What follows belongs to an exercise in optimizing a design on an open flow for small area, a short achievable clock period and few clock cycles; a production flow would make more cautious choices. At most, simulation tests tie the RTL to the original design; equivalence was not proved.

==> 12-26: inputs <==
## CVAE_top
module CVAE_top #(
    parameter ADDR_WIDTH = 16,
    parameter DATA_WIDTH = 32
)(
    input wire clk,
    input wire rst_n,
    input wire start,
    output reg finish,
    input wire [DATA_WIDTH-1:0] init_data,
    output reg sram_state_wea,
    output reg [ADDR_WIDTH-1:0] sram_state_addr,
    output wire [DATA_WIDTH-1:0] sram_state_wdata,
    output reg [ADDR_WIDTH-1:0] sram_weight_addr,
    input wire [DATA_WIDTH-1:0] sram_weight_rdata,
    output reg [ADDR_WIDTH-1:0] sram_bias_addr,
    input wire [DATA_WIDTH-1:0] sram_bias_rdata,
    output reg [5:0] seq_lens
);
export LEC_CHECK = 0
export CAP_MARGIN = 20
export CORE_MARGIN = 2
export CORE_UTILIZATION = 40
export CTS_CLUSTER_DIAMETER = 60
export CTS_CLUSTER_SIZE = 24
export SLEW_MARGIN = 20
create_clock -name core_clock -period 13.0 [get_ports {clk}]
standard.sh (not shown) runs the stock make flow with config.mk's settings and CLKGATE_MAP_FILE= SYNTH_SCRIPT=/design/flow/synth_recipe.tcl, a recipe that flattens the netlist after the stock synthesis.
==> flow/flow/run.sh <==
#!/bin/bash
# Standard layout (the standard.sh, all steps unchanged) with a larger
# setup-slack target for the resizer's repair_timing passes, so that it
# works on paths well inside the clock period. The SDC is not touched.
set -euo pipefail
bash standard.sh SETUP_SLACK_MARGIN=8.6 finish > standard_make.log 2>&1
==> 11-01: changes against 12-26 <==
--- a/flow/design.v
+++ b/flow/design.v
@@ -15,15 +15,15 @@
     output reg [ADDR_WIDTH-1:0] sram_bias_addr,
     input wire [DATA_WIDTH-1:0] sram_bias_rdata,
     output reg [5:0] seq_lens
 );
     localparam PH_IDLE = 3'd0, PH_LOAD = 3'd1, PH_L2H = 3'd2, PH_NEUR = 3'd3,
                PH_TAIL = 3'd4, PH_CONF = 3'd5, PH_STATE = 3'd6, PH_DONE = 3'd7;
     localparam MS_HOLD = 3'd0, MS_X = 3'd1, MS_HA = 3'd2, MS_HB = 3'd3,
-               MS_COR = 3'd5;
+               MS_COR = 3'd5, MS_H = 3'd6;
     localparam BS_MEM = 2'd0, BS_A = 2'd1, BS_G = 2'd2;
     localparam TG_A = 2'd0, TG_B = 2'd1, TG_H = 2'd2, TG_R = 2'd3;
     reg rst_q;
     always @(posedge clk) rst_q <= rst_n;
     wire rst = !rst_q;
     reg [2:0] phase;
     reg [8:0] cnt;
@@ -146,21 +146,21 @@
             3'd4: if (tge43) begin
                 o_valid = 1'b1; o_ms = MS_COR; o_bs = BS_G; o_tg = TG_H; o_hdn = 1'b1;
             end
             default: ;
             endcase
         end
         PH_CONF: begin
-            o_valid = 1'b1; o_ms = ms_new;
+            o_valid = 1'b1; o_ms = (hidx2 == 5'd31) ? MS_H : ms_new;
             o_tg = cnt[5] ? TG_B : TG_A;
             o_wa = row_addr;
             o_cmp = (cnt == 9'd63);
         end
         PH_STATE: begin
-            o_valid = 1'b1; o_ms = ms_new;
+            o_valid = 1'b1; o_ms = (hidx2 == 5'd31) ? MS_H : ms_new;
             o_tg = cnt[5] ? TG_A : TG_B;
             o_clr = (cnt[4:0] == 5'd0); o_bias = (cnt[4:0] == 5'd0);
             o_wa = row_addr;
             o_ba = 16'd192 + {12'd0, cnt[8:5]};
             o_rdn = (cnt[4:0] == 5'd31);
         end
         default: ;
@@ -224,14 +224,15 @@
     wire [32:0] bsx = {bsrc, 1'b0};
     integer bi;
     always @(posedge clk) begin
         Mr <= ({33{t2_ms == MS_X}} & {x_head[31], x_head}) |
               ({33{t2_ms == MS_HA}} & {ha_head[31], ha_head}) |
               ({33{t2_ms == MS_HB}} & {hb_head[31], hb_head}) |
               ({33{t2_ms == MS_COR}} & {(~t2_cun & c_t24[23]), c_t24, 8'd0}) |
+              ({33{t2_ms == MS_H}} & {H[31], H}) |
               ({33{t2_ms == MS_HOLD}} & Mr);
         for (bi = 0; bi < 16; bi = bi + 1) begin
             bneg[bi] <= bsx[2*bi+2];
             bone[bi] <= bsx[2*bi+1] ^ bsx[2*bi];
             btwo[bi] <= (bsx[2*bi+2] & ~bsx[2*bi+1] & ~bsx[2*bi]) | (~bsx[2*bi+2] & bsx[2*bi+1] & bsx[2*bi]);
         end
         biasr <= t2_bias ? sram_bias_rdata : 32'd0;
@@ -317,25 +318,14 @@
     reg [2:0]  cdsr;      
     wire c_ld_u = t5_ev[0];
     wire c_ld_t = t5_ev[1];
     wire [37:0] cnext = cctl((c_ld_u || c_ld_t) ? 6'd1 : cstep + 6'd1, ctanh);
     wire cdz = cz[31];
     wire cdy = cy[31];
     reg c_np, c_rot, c_vec, c_x22;       
-    wire       cx_sub = c_rot & cdz;
-    wire       cy_sub = (c_rot & cdz) | (~c_rot & ~cdy);
-    wire [31:0] csx = $signed(cx ^ {32{cy_sub}}) >>> csh;
-    wire [31:0] csy = $signed(cy ^ {32{cx_sub}}) >>> csh;
-    wire [32:0] cx_add_w = {cx, 1'b1} + {csy, cx_sub};
-    wire [31:0] cx_add = cx_add_w[32:1];
-    wire [32:0] cy_add_w = {cy, 1'b1} + {csx, cy_sub};
-    wire [31:0] cy_add = cy_add_w[32:1];
-    wire       cz_sub = (c_vec & (cdy ^ ctanh)) | (~c_vec & ~cdz);
-    wire [32:0] cz_add_w = {cz, 1'b1} + {(cz_sub ? ~{13'd0, ccon} : {13'd0, ccon}), cz_sub};
-    wire [31:0] cz_add = cz_add_w[32:1];
     reg [63:0] cnp;
     always @(*) begin
         case ({cdsr, cdz})
             4'd0:  cnp = {32'h5c52a2a0, 32'h5c52a2a0};
             4'd1:  cnp = {32'he89e173e, 32'he89e1738};
             4'd2:  cnp = {32'h092bf4c5, 32'h092bf4b1};
             4'd3:  cnp = {32'h014f6c61, 32'h014f6bd3};
@@ -349,27 +339,42 @@
             4'd11: cnp = {32'h008e7130, 32'hff71901e};
             4'd12: cnp = {32'h014f6c61, 32'hfeb0942c};
             4'd13: cnp = {32'h092bf4c5, 32'hf6d40b4e};
             4'd14: cnp = {32'he89e173d, 32'h1761e8c7};
             default: cnp = {32'h5c52a29d, 32'ha3ad5d63};
         endcase
     end
+    wire       cx_sub = c_rot & cdz;
+    wire       cx_en  = c_rot | c_x22;
+    wire       cy_sub = (c_rot & cdz) | (c_vec & ~cdy);
+    wire       cy_en  = c_rot | c_vec;
+    wire [31:0] csx = $signed((cx ^ {32{cy_sub}}) & {32{cy_en}}) >>> csh;
+    wire [31:0] csy = $signed((cy ^ {32{cx_sub}}) & {32{cx_en}}) >>> csh;
+    wire [31:0] cx_a = c_np ? cnp[63:32] : cx;
+    wire [31:0] cy_a = c_np ? cnp[31:0] : c_x22 ? 32'd65536 : cy;
+    wire [32:0] cx_add_w = {cx_a, 1'b1} + {csy, cx_sub};
+    wire [31:0] cx_add = cx_add_w[32:1];
+    wire [32:0] cy_add_w = {cy_a, 1'b1} + {csx, cy_sub};
+    wire [31:0] cy_add = cy_add_w[32:1];
+    wire       cz_sub = (c_vec & (cdy ^ ctanh)) | (~c_vec & ~cdz);
+    wire [32:0] cz_add_w = {cz, 1'b1} + {(cz_sub ? ~{13'd0, ccon} : {13'd0, ccon}), cz_sub};
+    wire [31:0] cz_add = cz_add_w[32:1];
     wire [31:0] c_src = c_ld_t ? B : A;
     wire [31:0] c_d   = {{8{c_src[31]}}, c_src[31:8]};
     always @(posedge clk) begin
         if (rst) begin
             cstep <= 6'd0;
         end else if (c_ld_u || c_ld_t) begin
             cstep <= 6'd1;
         end else if (cstep != 6'd0) begin
             cstep <= (cstep == 6'd40) ? 6'd0 : cstep + 6'd1;
         end
         csh <= cnext[26:22];
-        cx <= c_np ? cnp[63:32] : c_vec ? {cx[31], cx[31:1]} : cx_add;
-        cy <= c_np ? cnp[31:0] : c_x22 ? 32'd65536 : cy_add;
+        cx <= c_vec ? {cx[31], cx[31:1]} : cx_add;
+        cy <= cy_add;
         ccon <= cnext[21:3];
         ccl <= cnext[2:0];
         c_np  <= (cnext[2:0] == 3'd1);
         c_rot <= (cnext[2:0] == 3'd2);
         c_x22 <= (cnext[2:0] == 3'd3);
         c_vec <= (cnext[2:0] == 3'd4);
         if (c_ld_u || c_ld_t) begin
@@ -398,15 +403,15 @@
             end else begin
                 hidx <= hidx + 5'd1;
                 xidx <= (xidx == 5'd18) ? 5'd0 : xidx + 5'd1;
                 xidx2 <= (xidx2 == 5'd18) ? 5'd0 : xidx2 + 5'd1;
             end
             if (t5_ev[2]) begin
                 hpend <= 1'b1;
-                hslot <= (phase == PH_TAIL) ? j : j - 5'd1;
+                hslot <= (phase == PH_NEUR) ? j - 5'd1 : 5'd31;
             end else if (h_ins) hpend <= 1'b0;
             sram_state_wea <= x_ins;
             if (sram_state_wea) sram_state_addr <= sram_state_addr + 16'd1;
             if (t5_ev[3]) begin
                 xpend <= 1'b1;
             end else if (x_ins) begin
                 xpend <= 1'b0;
@@ -447,15 +452,15 @@
             PH_NEUR: begin
                 pcnt <= pcnt - 5'd1;
                 pfirst <= 1'b0;
                 if (plast) begin
                     pfirst <= 1'b1;
                     case (part)
                     P_HZ: begin part <= P_IZ; pcnt <= 5'd18; row <= 16'd1216 + {6'd0, jx19}; row_x <= 1'b1; end
-                    P_IZ: begin part <= P_TC; pcnt <= 5'd0; row <= {(11'd89 + {6'd0, j}), 5'd0}; row_x <= 1'b0; end
+                    P_IZ: begin part <= (j == 5'd0) ? P_HR : P_TC; pcnt <= (j == 5'd0) ? 5'd31 : 5'd0; row <= {(11'd89 + {6'd0, j}), 5'd0}; row_x <= 1'b0; end
                     P_TC: begin part <= P_HR; pcnt <= 5'd31; end
                     P_HR: begin part <= P_IR; pcnt <= 5'd18; row <= 16'd608 + {6'd0, jx19}; row_x <= 1'b1; end
                     P_IR: begin part <= P_ZC; pcnt <= 5'd0; row <= {(11'd57 + {6'd0, j}), 5'd0}; row_x <= 1'b0; end
                     P_ZC: begin part <= P_HN; pcnt <= 5'd31; end
                     P_HN: begin part <= P_IN; pcnt <= 5'd18; row <= {6'd0, jx19}; row_x <= 1'b1; end
                     P_IN: begin part <= P_N; pcnt <= 5'd0;
                           row <= (j == 5'd31) ? 16'd5331 : {(11'd122 + {6'd0, j}), 5'd0}; row_x <= (j == 5'd31); end
@@ -479,16 +484,16 @@
                 case (ts)
                 3'd0, 3'd2: if (cnt >= 9'd2 && xidx2 == 5'd13) begin ts <= ts + 3'd1; gcnt <= 3'd1; end
                 3'd1, 3'd3: begin
                     gcnt <= gcnt + 3'd1;
                     if (gcnt == 3'd5) begin ts <= ts + 3'd1; row <= 16'd5369; end
                 end
                 3'd4: if (cnt >= 9'd43) begin ts <= 3'd5; gcnt <= 3'd0; end
-                3'd5: if (gcnt != 3'd7) gcnt <= gcnt + 3'd1;
-                      else if (!hpend) begin
+                3'd5: if (gcnt != 3'd2) gcnt <= gcnt + 3'd1;
+                      else begin
                     phase <= PH_CONF; cnt <= 9'd0; row <= 16'd5312; row_x <= 1'b0;
                 end
                 default: ;
                 endcase
             end
             PH_CONF: begin
                 cnt <= cnt + 9'd1;
Settings changed: ABC_AREA from default to 1.
==> 05-14: changes against 12-26 <==
--- a/flow/design.v
+++ b/flow/design.v
@@ -15,15 +15,15 @@
     output reg [ADDR_WIDTH-1:0] sram_bias_addr,
     input wire [DATA_WIDTH-1:0] sram_bias_rdata,
     output reg [5:0] seq_lens
 );
     localparam PH_IDLE = 3'd0, PH_LOAD = 3'd1, PH_L2H = 3'd2, PH_NEUR = 3'd3,
                PH_TAIL = 3'd4, PH_CONF = 3'd5, PH_STATE = 3'd6, PH_DONE = 3'd7;
     localparam MS_HOLD = 3'd0, MS_X = 3'd1, MS_HA = 3'd2, MS_HB = 3'd3,
-               MS_COR = 3'd5;
+               MS_COR = 3'd5, MS_H = 3'd6;
     localparam BS_MEM = 2'd0, BS_A = 2'd1, BS_G = 2'd2;
     localparam TG_A = 2'd0, TG_B = 2'd1, TG_H = 2'd2, TG_R = 2'd3;
     reg rst_q;
     always @(posedge clk) rst_q <= rst_n;
     wire rst = !rst_q;
     reg [2:0] phase;
     reg [8:0] cnt;
@@ -146,21 +146,21 @@
             3'd4: if (tge43) begin
                 o_valid = 1'b1; o_ms = MS_COR; o_bs = BS_G; o_tg = TG_H; o_hdn = 1'b1;
             end
             default: ;
             endcase
         end
         PH_CONF: begin
-            o_valid = 1'b1; o_ms = ms_new;
+            o_valid = 1'b1; o_ms = (hidx2 == 5'd31) ? MS_H : ms_new;
             o_tg = cnt[5] ? TG_B : TG_A;
             o_wa = row_addr;
             o_cmp = (cnt == 9'd63);
         end
         PH_STATE: begin
-            o_valid = 1'b1; o_ms = ms_new;
+            o_valid = 1'b1; o_ms = (hidx2 == 5'd31) ? MS_H : ms_new;
             o_tg = cnt[5] ? TG_A : TG_B;
             o_clr = (cnt[4:0] == 5'd0); o_bias = (cnt[4:0] == 5'd0);
             o_wa = row_addr;
             o_ba = 16'd192 + {12'd0, cnt[8:5]};
             o_rdn = (cnt[4:0] == 5'd31);
         end
         default: ;
@@ -224,14 +224,15 @@
     wire [32:0] bsx = {bsrc, 1'b0};
     integer bi;
     always @(posedge clk) begin
         Mr <= ({33{t2_ms == MS_X}} & {x_head[31], x_head}) |
               ({33{t2_ms == MS_HA}} & {ha_head[31], ha_head}) |
               ({33{t2_ms == MS_HB}} & {hb_head[31], hb_head}) |
               ({33{t2_ms == MS_COR}} & {(~t2_cun & c_t24[23]), c_t24, 8'd0}) |
+              ({33{t2_ms == MS_H}} & {H[31], H}) |
               ({33{t2_ms == MS_HOLD}} & Mr);
         for (bi = 0; bi < 16; bi = bi + 1) begin
             bneg[bi] <= bsx[2*bi+2];
             bone[bi] <= bsx[2*bi+1] ^ bsx[2*bi];
             btwo[bi] <= (bsx[2*bi+2] & ~bsx[2*bi+1] & ~bsx[2*bi]) | (~bsx[2*bi+2] & bsx[2*bi+1] & bsx[2*bi]);
         end
         biasr <= t2_bias ? sram_bias_rdata : 32'd0;
@@ -398,15 +399,15 @@
             end else begin
                 hidx <= hidx + 5'd1;
                 xidx <= (xidx == 5'd18) ? 5'd0 : xidx + 5'd1;
                 xidx2 <= (xidx2 == 5'd18) ? 5'd0 : xidx2 + 5'd1;
             end
             if (t5_ev[2]) begin
                 hpend <= 1'b1;
-                hslot <= (phase == PH_TAIL) ? j : j - 5'd1;
+                hslot <= (phase == PH_NEUR) ? j - 5'd1 : 5'd31;
             end else if (h_ins) hpend <= 1'b0;
             sram_state_wea <= x_ins;
             if (sram_state_wea) sram_state_addr <= sram_state_addr + 16'd1;
             if (t5_ev[3]) begin
                 xpend <= 1'b1;
             end else if (x_ins) begin
                 xpend <= 1'b0;
@@ -447,15 +448,15 @@
             PH_NEUR: begin
                 pcnt <= pcnt - 5'd1;
                 pfirst <= 1'b0;
                 if (plast) begin
                     pfirst <= 1'b1;
                     case (part)
                     P_HZ: begin part <= P_IZ; pcnt <= 5'd18; row <= 16'd1216 + {6'd0, jx19}; row_x <= 1'b1; end
-                    P_IZ: begin part <= P_TC; pcnt <= 5'd0; row <= {(11'd89 + {6'd0, j}), 5'd0}; row_x <= 1'b0; end
+                    P_IZ: begin part <= (j == 5'd0) ? P_HR : P_TC; pcnt <= (j == 5'd0) ? 5'd31 : 5'd0; row <= {(11'd89 + {6'd0, j}), 5'd0}; row_x <= 1'b0; end
                     P_TC: begin part <= P_HR; pcnt <= 5'd31; end
                     P_HR: begin part <= P_IR; pcnt <= 5'd18; row <= 16'd608 + {6'd0, jx19}; row_x <= 1'b1; end
                     P_IR: begin part <= P_ZC; pcnt <= 5'd0; row <= {(11'd57 + {6'd0, j}), 5'd0}; row_x <= 1'b0; end
                     P_ZC: begin part <= P_HN; pcnt <= 5'd31; end
                     P_HN: begin part <= P_IN; pcnt <= 5'd18; row <= {6'd0, jx19}; row_x <= 1'b1; end
                     P_IN: begin part <= P_N; pcnt <= 5'd0;
                           row <= (j == 5'd31) ? 16'd5331 : {(11'd122 + {6'd0, j}), 5'd0}; row_x <= (j == 5'd31); end
@@ -479,16 +480,16 @@
                 case (ts)
                 3'd0, 3'd2: if (cnt >= 9'd2 && xidx2 == 5'd13) begin ts <= ts + 3'd1; gcnt <= 3'd1; end
                 3'd1, 3'd3: begin
                     gcnt <= gcnt + 3'd1;
                     if (gcnt == 3'd5) begin ts <= ts + 3'd1; row <= 16'd5369; end
                 end
                 3'd4: if (cnt >= 9'd43) begin ts <= 3'd5; gcnt <= 3'd0; end
-                3'd5: if (gcnt != 3'd7) gcnt <= gcnt + 3'd1;
-                      else if (!hpend) begin
+                3'd5: if (gcnt != 3'd2) gcnt <= gcnt + 3'd1;
+                      else begin
                     phase <= PH_CONF; cnt <= 9'd0; row <= 16'd5312; row_x <= 1'b0;
                 end
                 default: ;
                 endcase
             end
             PH_CONF: begin
                 cnt <= cnt + 9'd1;
Settings changed: CORE_UTILIZATION 40 to 55, PLACE_DENSITY from default to 0.75.
==> qor summary <==
| quantity | 11-01 | 05-14 | 12-26 |
|---|---|---|---|
| Final RePlAce weighted congestion | 0.990 | 0.953 | 0.940 |
| Post-synthesis mux area share | 0.00322 | 0.0315 | 0.0354 |
| Vias in the first global route | 79961 | 76075 | 73244 |
| Minimum setup slack among reg-to-reg paths | 8650 ps | 8520 ps | 8560 ps |
| Placed Instances | 15011 | 12353 | 13454 |
| Horizontal die dimension | 549 um | 466 um | 546 um |
| DRC marker count from the first detailed-route iteration | 8614 | 8719 | 6861 |
| Relative max-transition margin | 0.112 | 0.148 | 0.188 |
| Run status | finished clean | finished clean | finished clean |
| Count of different cell masters after synthesis | 70 | 86 | 93 |
| RR Startpoint | Mr[13] | A[26] | csh[0] |
| Arrival time at the worst endpoint | 5090 ps | 5240 ps | 5160 ps |
| Worst hold path endpoint | hb[103] | ha[238] | hb[559] |
| Met3 wire length | 37000 um | 35600 um | 31100 um |
Testbench counts of 05-14, summed over its fixed seeds: cycles 9,131,180.
The RTL of 12-26 and 11-01 was laid out without a check of its function.

==> static timing again, ports no longer ideal <==
Ports are ideal in the flow. The routed layouts listed here were re-timed in OpenROAD.
Step 1: set_driving_cell puts a clkbuf_16 on clk and a buf_2 on each other input, an assumption about the parent block.
Step 2 times the ports against the registers' clock, not the clock port: input delays grow and output delays shrink by t, the midpoint of the rising clock arrivals with the driver on.
Three values: no drivers, after step 1, after step 2; two values: the first two.
run | t (ns) | setup WS [ns] | worst setup path at the end | worst data-port slew with drivers (ns) | pins driven straight from the clock port
12-26 | 0.989 | 8.560 / 8.560 / 8.418 | input to register | 0.08 | 1
11-01 | 0.985 | 8.650 / 8.626 / 8.374 | input to register | 0.11 | 1
05-14 | 0.964 | 8.519 / 8.519 / 8.404 | input to register | 0.10 | 1
After both steps setup and hold are still met in every run listed. For 11-01, which loses most, drivers alone change the setup slack by -0.024 ns; drivers and shift together by -0.276 ns.
